Source: an optimization exercise on an open RTL-to-GDS flow (aim: small area and a short achievable clock period). Production flows keep margins and buffers that such runs may drop. Function was checked by simulation only, so behaviour that the tests miss may differ from the original. Power figures rest on the tool's default switching activity, not on a simulated workload.

## radix3_fft
module radix3_fft(
    input clk,
    input rst,
    input in_valid,
    input [31:0] a_re,
    input [31:0] a_img,
    input [31:0] b_re,
    input [31:0] b_img,
    input [31:0] c_re,
    input [31:0] c_img,
    output out_valid,
    output [31:0] ao_re,
    output [31:0] ao_img,
    output [31:0] bo_re,
    output [31:0] bo_img,
    output [31:0] co_re,
    output [31:0] co_img
    );
For scale: about 12000 cells after synthesis, ~390 I/O pins, ~0.12 sq mm of cells after synthesis.
make LEC_CHECK=0 CAP_MARGIN=20 CORE_MARGIN=2 CORE_UTILIZATION=40 CTS_CLUSTER_DIAMETER=80 CTS_CLUSTER_SIZE=24 SETUP_SLACK_MARGIN=2.3 SLEW_MARGIN=20 finish   # period 5.0 ns
run.sh (not shown) runs the stock make flow with config.mk's settings and CLKGATE_MAP_FILE= SYNTH_SCRIPT=/design/flow/synth_recipe.tcl, a recipe that flattens the netlist after the stock synthesis.
==> next run, changes <==
CTS_CLUSTER_DIAMETER = unset   (was 80)
CTS_CLUSTER_SIZE = unset   (was 24)
SETUP_SLACK_MARGIN = 2.1   (was 2.3)
=> Utilization increases by 1.4 points. Total power went up by 8.7%. Cell count goes up by 1.6%. Maximum frequency falls by 4.2%. Die area is unchanged. Final area climbs by 3.0%. Synthesized area is unchanged. Routed wire length goes up by 0.59%.
==> next run, changes <==
CTS_CLUSTER_DIAMETER = 80   (was unset)
CTS_CLUSTER_SIZE = 24   (was unset)
SETUP_SLACK_MARGIN = 2.4   (was 2.1)
The changed run finished with timing, DRC and antenna clean.
Worst setup slack improves by 79 ps.
Total power drops by a few percent.
Routed wire length climbs slightly.
Design area drops slightly.
Area after synthesis is unchanged.
==> next run, changes <==
CTS_CLUSTER_DIAMETER = unset   (was 80)
CTS_CLUSTER_SIZE = unset   (was 24)
SETUP_SLACK_MARGIN = 2.5   (was 2.4)
What happened: The changed run finished with timing, DRC and antenna clean; utilization grows by 2.4 points; fmax shrinks by 1.1%; final area grows by 5.2%; power grows by 11%; die area is unchanged; hold slack loses 32 ps; clock skew grows by 13 ps.


## juniper
radix3_fft, a different RTL version from the one above (not shown whole).
Size: roughly 11,000 cells after synthesis, about 3,200 flip-flops, roughly 390 I/O pins.
==> flow/config.mk <==
export PLATFORM = sky130hd
export DESIGN_NAME = radix3_fft
export DESIGN_NICKNAME = radix3_fft
export VERILOG_FILES = /design/flow/design.v
export SDC_FILE = /design/flow/constraint.sdc
export NUM_CORES = 8
export LEC_CHECK = 0
export CAP_MARGIN = 20
export CORE_MARGIN = 2
export CORE_UTILIZATION = 40
export CTS_CLUSTER_DIAMETER = 80
export CTS_CLUSTER_SIZE = 24
export SETUP_SLACK_MARGIN = 2.4
export SLEW_MARGIN = 20
==> flow/constraint.sdc <==
create_clock -name core_clock -period 5.0 [get_ports {clk}]
set_input_delay 1.0000 -clock core_clock [delete_from_list [all_inputs] [get_ports {clk}]]
set_output_delay 1.0000 -clock core_clock [all_outputs]
set_load 0.01 [all_outputs]
Edits applied to the flow inputs when going from juniper to harbor:
Settings: SETUP_SLACK_MARGIN: 2.4 -> 2.3.
### Flow results
harbor vs juniper: smallest setup slack after layout up in harbor. Re relative max-transition margin: harbor is 5.5 points down on juniper. Looking only at final cell count, and setting everything else aside, the lower value of juniper and harbor goes to harbor. Non-clock buffer area fraction after layout is lower on harbor.
What ember does differently from harbor at the input level:
Settings: CORE_UTILIZATION changed from 40 to 50.
--- outcome ---
ember completed; timing, DRC and antenna clean. Number of non-clock inverters in the layout of ember is on par with harbor. Looking at total length of routed met3 wires across harbor and ember, the one that comes out higher is harbor. Sequential cell area of harbor is on par with ember. Diff harbor -> ember: total DRC errors in the routed layout stayed essentially flat, combinational power stayed essentially flat, share of the final layout cell area in sequential cells rose by 0.48 points.
For raven, these inputs were changed with respect to ember:
Settings: swapping 50 for 40 in CORE_UTILIZATION; putting PLACE_DENSITY at 0.7 where nothing was set.
### Flow results
- raven vs ember on shortest period the worst path allows: raven is the lower one.
- Relative to ember, count of inserted antenna diode cells decreased by 10 in raven.
- Between raven and ember, it is raven whose wire length of the first global-routing pass is lower, by 4.5%.
- Post-layout instance area (raven over ember): increase, 0.58%
- raven has worst slew slack as a fraction of its limit above what ember had.
- Side by side, final cycle utilization of the critical path turned out lower in raven than in ember.
- Against ember as the reference, raven delivers a lower initial core utilization.

what the ideal ports hide:
The flow's constraints put no driver on any port. The routed layouts listed below were extracted and timed again, unchanged, in two steps. Step 1, drivers: a clkbuf_16 drives clk and a buf_2 each remaining input, both assumed. Step 2 moves the port delays by t, midway between the first and last clock arrival at a register: inputs arrive t later, outputs are due t later. That takes back most of the time a late clock gives input paths. Three values: no drivers, after step 1, after step 2; two values: the first two.
run	shift t [ns]	slack for setup (ns)	worst setup path at the end	clock arrival spread, ns
the first run of note 1	0.981	2.183 / 2.183 / 1.472	input to register	0.070 / 0.070
the second run of note 1	1.004	2.061 / 2.061 / 1.281	input to register	0.066 / 0.066
the third run of note 1	0.978	2.140 / 2.140 / 1.575	input to register	0.051 / 0.051
the fourth run of note 1	0.998	2.107 / 2.107 / 1.619	input to register	0.062 / 0.062
juniper	0.978	2.195 / 2.195 / 1.584	input to register	0.056 / 0.056
harbor	0.964	2.222 / 2.222 / 1.507	input to register	0.067 / 0.067
ember	0.954	2.196 / 2.196 / 1.511	input to register	0.040 / 0.040
raven	0.962	2.250 / 2.250 / 1.560	input to register	0.074 / 0.074
After both steps setup and hold are still met in every run listed. For the second run of note 1, which loses most, drivers alone change the setup slack by 0.000 ns; drivers and shift together by -0.780 ns.
